What follows belongs to an exercise in optimizing a design on an open flow for small area; a production flow would make more cautious choices. Only simulation tests tie the RTL to the original design; equivalence was not proved. Power and IR drop assume default switching activity.

### run.sh
#!/bin/bash
# synth_recipe.tcl (not shown) runs the flow's synth.tcl, then flattens the netlist and writes it again
# the make line also repeats each setting of config.mk as NAME=value (left out here)
make -C /OpenROAD-flow-scripts/flow DESIGN_CONFIG=/design/flow/config.mk WORK_HOME=/design/flow/orfs CLKGATE_MAP_FILE= SYNTH_SCRIPT=/design/flow/synth_recipe.tcl finish
### config.mk
export PLATFORM = sky130hd
export DESIGN_NAME = NERP_demo_top
export DESIGN_NICKNAME = NERP_demo_top
export VERILOG_FILES = /design/flow/design.v
export SDC_FILE = /design/flow/constraint.sdc
export NUM_CORES = 4
export LEC_CHECK = 0
export CAP_MARGIN = 20
export CORE_MARGIN = 2
export CORE_UTILIZATION = 40
export SLEW_MARGIN = 20
### constraint.sdc
create_clock -name core_clock -period 10.0 [get_ports {clk}]
set_input_delay 2.0000 -clock core_clock [delete_from_list [all_inputs] [get_ports {clk}]]
set_output_delay 2.0000 -clock core_clock [all_outputs]
set_load 0.01 [all_outputs]
### design.v
`timescale 1ns / 1ps
module clockdiv(
	input wire clk,		 
	input wire rst,		 
	output wire dclk,		 
	output wire segclk	 
	);
reg [17:0] q;
always @(posedge clk)
begin
	if (rst)
		q <= 0;
	else
		q <= q + 1;
end
assign segclk = (q == 18'h1ffff);
assign dclk = (q[1:0] == 2'b01);
endmodule
`timescale 1ns / 1ps
module segdisplay(
	input wire clk,			 
	input wire rst,			 
	input wire segclk,		 
	output reg [6:0] seg,	 
	output reg [3:0] an		 
	);
localparam N = 7'b1001000;
localparam E = 7'b0110000;
localparam R = 7'b1001100;
localparam P = 7'b0001010;
localparam left = 2'b00;
localparam midleft = 2'b01;
localparam midright = 2'b10;
localparam right = 2'b11;
reg [1:0] state;
always @(posedge clk)
begin
	if (rst) begin
		seg <= 7'b1111111;
		an <= 4'b1111;
		state <= left;
	end
	else if (segclk)
		case(state)
			left:
			begin
				seg <= N;
				an <= 4'b0111;
				state <= midleft;
			end
			midleft:
			begin
				seg <= E;
				an <= 4'b1011;
				state <= midright;
			end
			midright:
			begin
				seg <= R;
				an <= 4'b1101;
				state <= right;
			end
			right:
			begin
				seg <= P;
				an <= 4'b1110;
				state <= left;
			end
		endcase
end
endmodule
`timescale 1ns / 1ps
module vga640x480(
	input wire clk,			 
	input wire rst,			 
	input wire dclk,		 
	input wire btns,
	input wire btnu,
	input wire btnd,
	input wire btnl,
	input wire btnr,
	output wire hsync,		 
	output wire vsync,		 
	output reg [2:0] red,	 
	output reg [2:0] green,  
	output reg [1:0] blue	 
	);
localparam boardSize = 4;
reg [3:0] konami;
reg validMove;
reg [3:0] winner;  
reg [3:0] currentPlayer;
reg [3:0] cursor;
reg [1:0] board0;
reg [1:0] board1;
reg [1:0] board2;
reg [1:0] board3;
reg [1:0] board4;
reg [1:0] board5;
reg [1:0] board6;
reg [1:0] board7;
reg [1:0] board8;
reg [1:0] board9;
reg [1:0] board10;
reg [1:0] board11;
reg [1:0] board12;
reg [1:0] board13;
reg [1:0] board14;
reg [1:0] board15;
wire r0, r1, r2, r3;
assign r0 = board0  != 0 & board0  == board1  & board1  == board2  & board2  == board3;
assign r1 = board4  != 0 & board4  == board5  & board5  == board6  & board6  == board7;
assign r2 = board8  != 0 & board8  == board9  & board9  == board10 & board10 == board11;
assign r3 = board12 != 0 & board12 == board13 & board13 == board14 & board14 == board15;
wire c0, c1, c2, c3;
assign c0 = board0 != 0 & board0 == board4 & board4 == board8  & board8  == board12;
assign c1 = board1 != 0 & board1 == board5 & board5 == board9  & board9  == board13;
assign c2 = board2 != 0 & board2 == board6 & board6 == board10 & board10 == board14;
assign c3 = board3 != 0 & board3 == board7 & board7 == board11 & board11 == board15;
wire d0, d1;
assign d0 = board0 != 0 & board0 == board5 & board5 == board10 & board10 == board15;
assign d1 = board3 != 0 & board3 == board6 & board6 == board9  & board9  == board11;
localparam DEBOUNCE = 32'h3ff;
reg [31:0] selectCounter;
reg [31:0] upCounter;
reg [31:0] downCounter;
reg [31:0] leftCounter;
reg [31:0] rightCounter;
always @ (posedge clk) begin
  if (rst) begin
	konami <= 0;
	winner <= 0;
	currentPlayer <= 1;
	cursor <= 0;
	board0 <= 0;
	board1 <= 0;
	board2 <= 0;
	board3 <= 0;
	board4 <= 0;
	board5 <= 0;
	board6 <= 0;
	board7 <= 0;
	board8 <= 0;
	board9 <= 0;
	board10 <= 0;
	board11 <= 0;
	board12 <= 0;
	board13 <= 0;
	board14 <= 0;
	board15 <= 0;
	selectCounter <= 32'hfffffff;
	upCounter <= 32'hfffffff;
	downCounter <= 32'hfffffff;
	leftCounter <= 32'hfffffff;
	rightCounter <= 32'hfffffff;
  end
  else if (dclk) begin
    if (btns == 1) selectCounter <= 0;
    else if (selectCounter <= DEBOUNCE) selectCounter <= selectCounter + 1;
    if (selectCounter == DEBOUNCE) begin
    	if (winner != 0) begin
    		konami <= 0;
    		winner <= 0;
    		currentPlayer <= 1;
    		cursor <= 0;
    		board0 <= 0;
    		board1 <= 0;
    		board2 <= 0;
    		board3 <= 0;
    		board4 <= 0;
    		board5 <= 0;
    		board6 <= 0;
    		board7 <= 0;
    		board8 <= 0;
    		board9 <= 0;
    		board10 <= 0;
    		board11 <= 0;
    		board12 <= 0;
    		board13 <= 0;
    		board14 <= 0;
    		board15 <= 0;
    	end
    	else begin
    		if (konami == 8) begin
    			currentPlayer <= (currentPlayer<3) ? (currentPlayer+1) : 1;
    			winner <= currentPlayer;
    		end
    		else begin
	    		case (cursor)
					0: board0 <= (board0 == 0) ? currentPlayer : board0;
					1: board1 <= (board1 == 0) ? currentPlayer : board1;
					2: board2 <= (board2 == 0) ? currentPlayer : board2;
					3: board3 <= (board3 == 0) ? currentPlayer : board3;
					4: board4 <= (board4 == 0) ? currentPlayer : board4;
					5: board5 <= (board5 == 0) ? currentPlayer : board5;
					6: board6 <= (board6 == 0) ? currentPlayer : board6;
					7: board7 <= (board7 == 0) ? currentPlayer : board7;
					8: board8 <= (board8 == 0) ? currentPlayer : board8;
					9: board9 <= (board9 == 0) ? currentPlayer : board9;
					10: board10 <= (board10 == 0) ? currentPlayer : board10;
					11: board11 <= (board11 == 0) ? currentPlayer : board11;
					12: board12 <= (board12 == 0) ? currentPlayer : board12;
					13: board13 <= (board13 == 0) ? currentPlayer : board13;
					14: board14 <= (board14 == 0) ? currentPlayer : board14;
					15: board15 <= (board15 == 0) ? currentPlayer : board15;
				endcase
				if (r0 | r1 | r2 | r3 | c0 | c1 | c2 | c3 | d0 | d1) begin
					winner <= currentPlayer;
				end
				else if (winner == 0 & board0 != 0 & board1 != 0 & board2 != 0 & board3 != 0 & board4 != 0 & board5 != 0 
				 & board6 != 0 & board7 != 0 & board8 != 0 & board9 != 0 & board10 != 0 
				 & board11 != 0 & board12 != 0  & board13 != 0 & board14 != 0 & board15 != 0) begin
					winner <= 4;
				end
				if (winner == 0) currentPlayer <= (currentPlayer<3) ? (currentPlayer+1) : 1;
    		end
    	end
    end
    if (btnu == 1) upCounter <= 0;
    else if (upCounter <= DEBOUNCE) upCounter <= upCounter + 1;
    if (upCounter == DEBOUNCE) begin
    	if (cursor >= boardSize) cursor <= cursor - boardSize;
    	if (konami == 0 | konami == 1) konami <= konami + 1;
    	else konami <= 0;
    end
    if (btnd == 1) downCounter <= 0;
    else if (downCounter <= DEBOUNCE) downCounter <= downCounter + 1;
    if (downCounter == DEBOUNCE) begin
    	if (cursor < boardSize*boardSize - boardSize) cursor <= cursor + boardSize;
    	if (konami == 2 | konami == 3) konami <= konami + 1;
    	else konami <= 0;
    end
    if (btnl == 1) leftCounter <= 0;
    else if (leftCounter <= DEBOUNCE) leftCounter <= leftCounter + 1;
    if (leftCounter == DEBOUNCE) begin
    	if (cursor%boardSize > 0) cursor <= cursor - 1;
    	if (konami == 4 | konami == 6) konami <= konami + 1;
    	else konami <= 0;
    end
    if (btnr == 1) rightCounter <= 0;
    else if (rightCounter <= DEBOUNCE) rightCounter <= rightCounter + 1;
    if (rightCounter == DEBOUNCE) begin
    	if (cursor%boardSize < boardSize-1) cursor <= cursor + 1;
    	if (konami == 5 | konami == 7) konami <= konami + 1;
    	else konami <= 0;
    end
  end
end
localparam hpixels = 800; 
localparam vlines = 521;  
localparam hpulse = 96; 	 
localparam vpulse = 2; 	 
localparam hbp = 144; 	 
localparam hfp = 784; 	 
localparam vbp = 31; 		 
localparam vfp = 511; 	 
reg [9:0] hc;
reg [9:0] vc;
always @(posedge clk)
begin
	if (rst) begin
		hc <= 0;
		vc <= 0;
	end
	else if (dclk) begin
		if (hc < hpixels - 1)
			hc <= hc + 1;
		else
		begin
			hc <= 0;
			if (vc < vlines - 1)
				vc <= vc + 1;
			else
				vc <= 0;
		end
	end
end
assign hsync = (hc < hpulse) ? 0:1;
assign vsync = (vc < vpulse) ? 0:1;
localparam gLineW = 5;  
wire isGridV, isGridH;
assign isGridV = hc-(hbp+160) < gLineW | hc-(hbp+320) < gLineW | hc-(hbp+480) < gLineW;  
assign isGridH = vc-(vbp+120) < gLineW | vc-(vbp+240) < gLineW | vc-(vbp+360) < gLineW;  
wire col0, col1, col2, col3,
	 row0, row1, row2, row3;
assign col0 = hc >= hbp && hc < (hbp+160);
assign col1 = hc >= (hbp+160) && hc < (hbp+320);
assign col2 = hc >= (hbp+320) && hc < (hbp+480);
assign col3 = hc >= (hbp+480) && hc < (hbp+640);
assign row0 = vc >= (vbp) && vc < (vbp+120);
assign row1 = vc >= (vbp + 120) && vc < (vbp+240);
assign row2 = vc >= (vbp + 240) && vc < (vbp+360);
assign row3 = vc >= (vbp + 360) && vc < (vbp+480);
localparam curW = 10;  
wire isInCur0,  isInCur1,  isInCur2,  isInCur3,
	 isInCur4,  isInCur5,  isInCur6,  isInCur7,
	 isInCur8,  isInCur9,  isInCur10, isInCur11,
	 isInCur12, isInCur13, isInCur14, isInCur15;
assign isInCur0 = (hc-(hbp+80-curW/2) < curW)  & (vc-(vbp+60-curW/2) < curW);
assign isInCur1 = (hc-(hbp+240-curW/2) < curW)  & (vc-(vbp+60-curW/2) < curW);
assign isInCur2 = (hc-(hbp+400-curW/2) < curW)  & (vc-(vbp+60-curW/2) < curW);
assign isInCur3 = (hc-(hbp+560-curW/2) < curW)  & (vc-(vbp+60-curW/2) < curW);
assign isInCur4 = (hc-(hbp+80-curW/2) < curW)  & (vc-(vbp+180-curW/2) < curW);
assign isInCur5 = (hc-(hbp+240-curW/2) < curW)  & (vc-(vbp+180-curW/2) < curW);
assign isInCur6 = (hc-(hbp+400-curW/2) < curW)  & (vc-(vbp+180-curW/2) < curW);
assign isInCur7 = (hc-(hbp+560-curW/2) < curW)  & (vc-(vbp+180-curW/2) < curW);
assign isInCur8 = (hc-(hbp+80-curW/2) < curW)  & (vc-(vbp+300-curW/2) < curW);
assign isInCur9 = (hc-(hbp+240-curW/2) < curW)  & (vc-(vbp+300-curW/2) < curW);
assign isInCur10 = (hc-(hbp+400-curW/2) < curW)  & (vc-(vbp+300-curW/2) < curW);
assign isInCur11 = (hc-(hbp+560-curW/2) < curW)  & (vc-(vbp+300-curW/2) < curW);
assign isInCur12 = (hc-(hbp+80-curW/2) < curW)  & (vc-(vbp+420-curW/2) < curW);
assign isInCur13 = (hc-(hbp+240-curW/2) < curW)  & (vc-(vbp+420-curW/2) < curW);
assign isInCur14 = (hc-(hbp+400-curW/2) < curW)  & (vc-(vbp+420-curW/2) < curW);
assign isInCur15 = (hc-(hbp+560-curW/2) < curW)  & (vc-(vbp+420-curW/2) < curW);
always @(*)
begin
	if (vc >= vbp && vc < vfp)
	begin
		if (isGridV | isGridH)
		begin
			red = 3'b000;
			green = 3'b000;
			blue = 2'b00;
		end
		else if (winner != 0 & hc >= hbp & hc < hfp) begin
			red   = (winner == 2) ? 3'b111 : 3'b001;
			green = (winner == 3) ? 3'b111 : 3'b001;
			blue  = (winner == 1) ? 3'b111 : 3'b001;
		end
		else if ( isInCur0&cursor==0   | isInCur1&cursor==1   | isInCur2&cursor==2   | isInCur3&cursor==3   | 
				  isInCur4&cursor==4   | isInCur5&cursor==5   | isInCur6&cursor==6   | isInCur7&cursor==7   |
				  isInCur8&cursor==8   | isInCur9&cursor==9   | isInCur10&cursor==10 | isInCur11&cursor==11 | 
				  isInCur12&cursor==12 | isInCur13&cursor==13 | isInCur14&cursor==14 | isInCur15&cursor==15 )
		begin
			red = 3'b111;
			green = 3'b111;
			blue = 2'b11;
		end
		else if (row0 & col0) begin  
			red   = (board0 == 1) ? 3'b111 : 3'b001;
			green = (board0 == 2) ? 3'b111 : 3'b001;
			blue  = (board0 == 3) ? 3'b111 : 3'b001;
		end
		else if (row0 & col1) begin  
			red   = (board1 == 1) ? 3'b111 : 3'b001;
			green = (board1 == 2) ? 3'b111 : 3'b001;
			blue  = (board1 == 3) ? 3'b111 : 3'b001;
		end
		else if (row0 & col2) begin  
			red   = (board2 == 1) ? 3'b111 : 3'b001;
			green = (board2 == 2) ? 3'b111 : 3'b001;
			blue  = (board2 == 3) ? 3'b111 : 3'b001;
		end
		else if (row0 & col3) begin  
			red   = (board3 == 1) ? 3'b111 : 3'b001;
			green = (board3 == 2) ? 3'b111 : 3'b001;
			blue  = (board3 == 3) ? 3'b111 : 3'b001;
		end
		else if (row1 & col0) begin  
			red   = (board4 == 1) ? 3'b111 : 3'b001;
			green = (board4 == 2) ? 3'b111 : 3'b001;
			blue  = (board4 == 3) ? 3'b111 : 3'b001;
		end
		else if (row1 & col1) begin  
			red   = (board5 == 1) ? 3'b111 : 3'b001;
			green = (board5 == 2) ? 3'b111 : 3'b001;
			blue  = (board5 == 3) ? 3'b111 : 3'b001;
		end
		else if (row1 & col2) begin  
			red   = (board6 == 1) ? 3'b111 : 3'b001;
			green = (board6 == 2) ? 3'b111 : 3'b001;
			blue  = (board6 == 3) ? 3'b111 : 3'b001;
		end
		else if (row1 & col3) begin  
			red   = (board7 == 1) ? 3'b111 : 3'b001;
			green = (board7 == 2) ? 3'b111 : 3'b001;
			blue  = (board7 == 3) ? 3'b111 : 3'b001;
		end
		else if (row2 & col0) begin  
			red   = (board8 == 1) ? 3'b111 : 3'b001;
			green = (board8 == 2) ? 3'b111 : 3'b001;
			blue  = (board8 == 3) ? 3'b111 : 3'b001;
		end
		else if (row2 & col1) begin  
			red   = (board9 == 1) ? 3'b111 : 3'b001;
			green = (board9 == 2) ? 3'b111 : 3'b001;
			blue  = (board9 == 3) ? 3'b111 : 3'b001;
		end
		else if (row2 & col2) begin  
			red   = (board10 == 1) ? 3'b111 : 3'b001;
			green = (board10 == 2) ? 3'b111 : 3'b001;
			blue  = (board10 == 3) ? 3'b111 : 3'b001;
		end
		else if (row2 & col3) begin  
			red   = (board11 == 1) ? 3'b111 : 3'b001;
			green = (board11 == 2) ? 3'b111 : 3'b001;
			blue  = (board11 == 3) ? 3'b111 : 3'b001;
		end
		else if (row3 & col0) begin  
			red   = (board12 == 1) ? 3'b111 : 3'b001;
			green = (board12 == 2) ? 3'b111 : 3'b001;
			blue  = (board12 == 3) ? 3'b111 : 3'b001;
		end
		else if (row3 & col1) begin  
			red   = (board13 == 1) ? 3'b111 : 3'b001;
			green = (board13 == 2) ? 3'b111 : 3'b001;
			blue  = (board13 == 3) ? 3'b111 : 3'b001;
		end
		else if (row3 & col2) begin  
			red   = (board14 == 1) ? 3'b111 : 3'b001;
			green = (board14 == 2) ? 3'b111 : 3'b001;
			blue  = (board14 == 3) ? 3'b111 : 3'b001;
		end
		else if (row3 & col3) begin  
			red   = (board15 == 1) ? 3'b111 : 3'b001;
			green = (board15 == 2) ? 3'b111 : 3'b001;
			blue  = (board15 == 3) ? 3'b111 : 3'b001;
		end
		else
		begin
			red = 0;
			green = 0;
			blue = 0;
		end
	end
	else
	begin
		red = 0;
		green = 0;
		blue = 0;
	end
end
endmodule
`timescale 1ns / 1ps
module NERP_demo_top(
	input wire clk,			 
	input wire rst,			 
	input wire btns,
	input wire btnu,
	input wire btnd,
	input wire btnl,
	input wire btnr,
	output wire [6:0] seg,	 
	output wire [3:0] an,	 
	output wire dp,			 
	output wire [2:0] red,	 
	output wire [2:0] green, 
	output wire [1:0] blue,	 
	output wire hsync,		 
	output wire vsync			 
	);
wire segclk;
wire dclk;
assign dp = 1;
clockdiv U1(
	.clk(clk),
	.rst(rst),
	.segclk(segclk),
	.dclk(dclk)
	);
segdisplay U2(
	.clk(clk),
	.rst(rst),
	.segclk(segclk),
	.seg(seg),
	.an(an)
	);
vga640x480 U3(
	.clk(clk),
	.rst(rst),
	.dclk(dclk),
  .btns(btns),
  .btnu(btnu),
  .btnd(btnd),
  .btnl(btnl),
  .btnr(btnr),
	.hsync(hsync),
	.vsync(vsync),
	.red(red),
	.green(green),
	.blue(blue)
	);
endmodule
==> run summary <==
==> path summary, 6_finish.rpt <==
path             start               end  depth (start not counted)
max           U3.hc[8]          green[2]                          8
min reg2reg  U2.seg[0]         U2.seg[0]                          2
max reg2reg    U1.q[0]  U3.upCounter[31]                          7
min          U2.seg[0]         U2.seg[0]                          2
==> registers in the layout, indices dropped and copies added, names as in the netlist, 3 cells and up, named ones only <==
signal,flops
U1.q,18
U3.hc,10
U2.an,4
U3.vc,10
U3.winner,4
U3.leftCounter,32
U3.cursor,3
U3.upCounter,32
U2.seg,5
U3.rightCounter,32
U3.currentPlayer,4
U3.selectCounter,32
U3.downCounter,32
U3.konami,4
==> cell families after synthesis <==
group / Yosys count
muxes: 7
and+or+nand+nor: 738
buffers and inverters: 182
DFF: 257
AOI/OAI and AO/OA: 469
xor gates and xnor gates: 64
adders and majority gates: 34
other: 1
==> Yosys cell counts (34+ instances only) <==
master    count
clkbuf_1    109
a31oi_1      49
dfxtp_1     257
nand2_1     179
nor2_1      130
inv_1        48
and3_1       47
nor3_1       64
ha_1         34
nand3_1      58
nor4_1       37
xor2_1       38
a21oi_1      94
nand4_1      71
o21ai_0     144
==> through the flow <==
step	power [mW]	instances	cell area, um^2	setup slack, ns
floorplan	1.293	1752	13790	5.132
global placement	1.339	2099	14110	4.361
detailed placement	1.343	2099	14110	4.301
CTS	2.347	2145	15000	3.713
global route	2.431	2145	15000	3.355
finish	2.316	2145	15000	3.666
==> power by group <==
part	switching, mW	internal [mW]	total [mW]
registers	0.0454	1.07	1.12
clock network	0.402	0.592	0.994
logic	0.127	0.0774	0.204
total	0.574	1.74	2.32
==> final cells by class <==
cell class | instances | area [um^2]
clock buffers | 38 | 819.5
clock inverters | 8 | 67.56
fillers | 3434 | 18700
inverters | 49 | 186.4
multi-input cells | 1313 | 7918
flip-flops and latches | 257 | 5145
well taps | 448 | 560.5
repair buffers | 32 | 305.3
==> worst reg2reg max path: cells and delay by family (launching register included) <==
family	cells	cell delay [ns]
simple gates	3	1.26
buf+inv	2	1.13
flops	1	0.39
fa+ha+maj	1	0.17
compound gates	1	0.14
==> placed cells by master (no fill, tap or decap), drive strengths merged, types with 47 or more instances in the layout <==
master,count
a21oi,94
a31oi,49
and3,47
dfxtp,257
inv,48
nand2,179
nand3,58
nand4,71
nor2,130
nor3,67
o21ai,153
==> per-layer routing <==
| metal | wire, um | global-route usage (%) | vias to the layer above | share of wire (%) |
|---|---|---|---|---|
| li1 | - | - | 6323 | - |
| met1 | 17390 | 27.15 | 6002 | 50 |
| met2 | 15600 | 30.53 | 258 | 45 |
| met3 | 1468 | 2.121 | 44 | 4.2 |
| met4 | 521 | 4.353 | 0 | 1.5 |
| met5 | 0 | 0 | - | 0 |
==> out/summary.txt <==
ys async rst share -> 0%
DR WL/cell -> 16.31 um
Final min period -> 6.334 ns
Avg Vias per Cell -> 5.887
DIE AREA -> 35,970 um^2
H-tree depth -> 1
combinational family with the most area after synthesis -> simple AND/OR/NAND/NOR gates
Tightest Pin Transition -> 1.017 ns
proportion of synthesized area in mux cells -> 0.5081%
Core Area -> 33,700 um^2
Peak VDD IR -> 0.1335 mV
detailed placement HPWL -> 23.33 mm
Hold-fix buffers, CTS -> 0
critical path fanouts, max -> 19
TritonCTS clock tree -> done
CTS Buf Count -> 29
Post-CTS Setup Bufs -> 0
vias in the first global route -> 11,530
flop-to-flop setup slack -> 6.80 ns
crit-path cells -> nor2b_1 > a32o_1 > a221oi_1 > a221o_1 > a221oi_1 > o211ai_1 > a311oi_2 > clkdlybuf4s50_1
crit start category -> flip-flop
Longest Clk Path Bufs -> 3
status -> complete, no violations
Final Cycle Share -> 63.34%
final-report hold violation count -> 0
synth top area cells -> dfxtp_1 37%, o21ai_0 5.2%, nand2_1 4.9%
Lkg Pwr -> 5.447 nW
Slew HR -> 31.70%
MaxCap Viol Count -> 0
Compound-Gate Fraction of Synth Area -> 21.62%
nets -> 1,723
antenna violations before repair -> 0
Antenna Cells -> 0
Syn Inst Count -> 1,752
sequential fraction of the synthesis area -> 37.31%
max incr delay on CP -> 0.72 ns
clk sinks -> 257
WP data arrival -> 4.33 ns
WP buf/inv -> 1
First DRT Iteration DRCs -> 1,019
GPL Wtd Cong -> 0.8735
Max Slew Vio Count -> 0
CP top delay family -> compound AO/OA/AOI/OAI gates
drt pass-1 iters -> 5
post-synthesis xor/xnor area fraction -> 4.065%
power density over the cells -> 154.4 nW/um^2
Post-CTS Resized -> 0
CP required -> 8.00 ns
largest net degree at the start of global routing -> 89
Starting Density -> 40.92%
Setup crit end kind -> primary output
class of the worst hold path -> flip-flop to flip-flop
IO Port Bufs -> 27
Final setup viols -> 0
Synth area leader -> dfxtp_1
Die Height -> 189.7 um
Setup Skew -> 0.02305 ns
EDFF count, synth -> 0
total grt overflow -> 0
Synth cell types -> 82
Min Hold Slack -> 0.4401 ns
I/O Pins -> 29
simple-gate area share of the yosys netlist -> 28.06%
clock latency at the later pin of the worst-skew pair -> 0.54 ns
Critical Setup Path Class -> flip-flop to primary output
total number of vias -> 12,630
Avg Inst Size Synth -> 7.871 um^2
Area Growth Syn to Fin -> 8.792%
slowest stage cell on the critical path -> a32o_1
first-pass GRT wire length -> 58.23 mm
DRC violations left -> 0
row count -> 67
WL final -> 34.98 mm
RSZ-0062 raised after global routing -> no
Die X -> 189.7 um
most frequent CP cell -> a221oi_1
Top FF cell, synth -> dfxtp_1
area share of fa/ha/maj cells after synthesis -> 3.085%
#FFs+latches synth -> 257
Synth Cell Area -> 13,790 um^2
setup TNS -> 0 ns
Root Buffer Master -> clkbuf_16
Antenna Nets Post-Route -> 0
Post-Route Utilization -> 44.52%
Ys Warns -> 3
syn nets -> 1,793
Clock transition at path regs -> 0.06 ns
share of layout cells above drive strength 1 -> 4.243%
Synth top area share -> 37.31%
fmax -> 157.9 MHz
GRT Util Overall -> 18.93%

-- re-timing with driven ports --
Ports are ideal in the flow. The routed layout listed here was re-timed in OpenROAD.
Step 1 (the two cells are an assumption about what drives the block):
set clk [get_ports {clk}]
set_driving_cell -lib_cell sky130_fd_sc_hd__clkbuf_16 $clk
set_driving_cell -lib_cell sky130_fd_sc_hd__buf_2 [delete_from_list [all_inputs] $clk]
Step 2, shift: input delay + t, output delay - t, t = (earliest + latest rising clock arrival at the registers) / 2. This alone moves slack from input paths to output paths.
Slacks: no drivers / after step 1 / after step 2; pairs: no drivers / after step 1.
shift t [ns]: 0.579
slack for setup (ns): 3.666 / 3.618 / 4.197
worst slew at a driven data input, ns: 0.05
After both steps setup and hold are still met in this run. For this run, drivers alone change the setup slack by -0.048 ns; drivers and shift together by +0.531 ns.
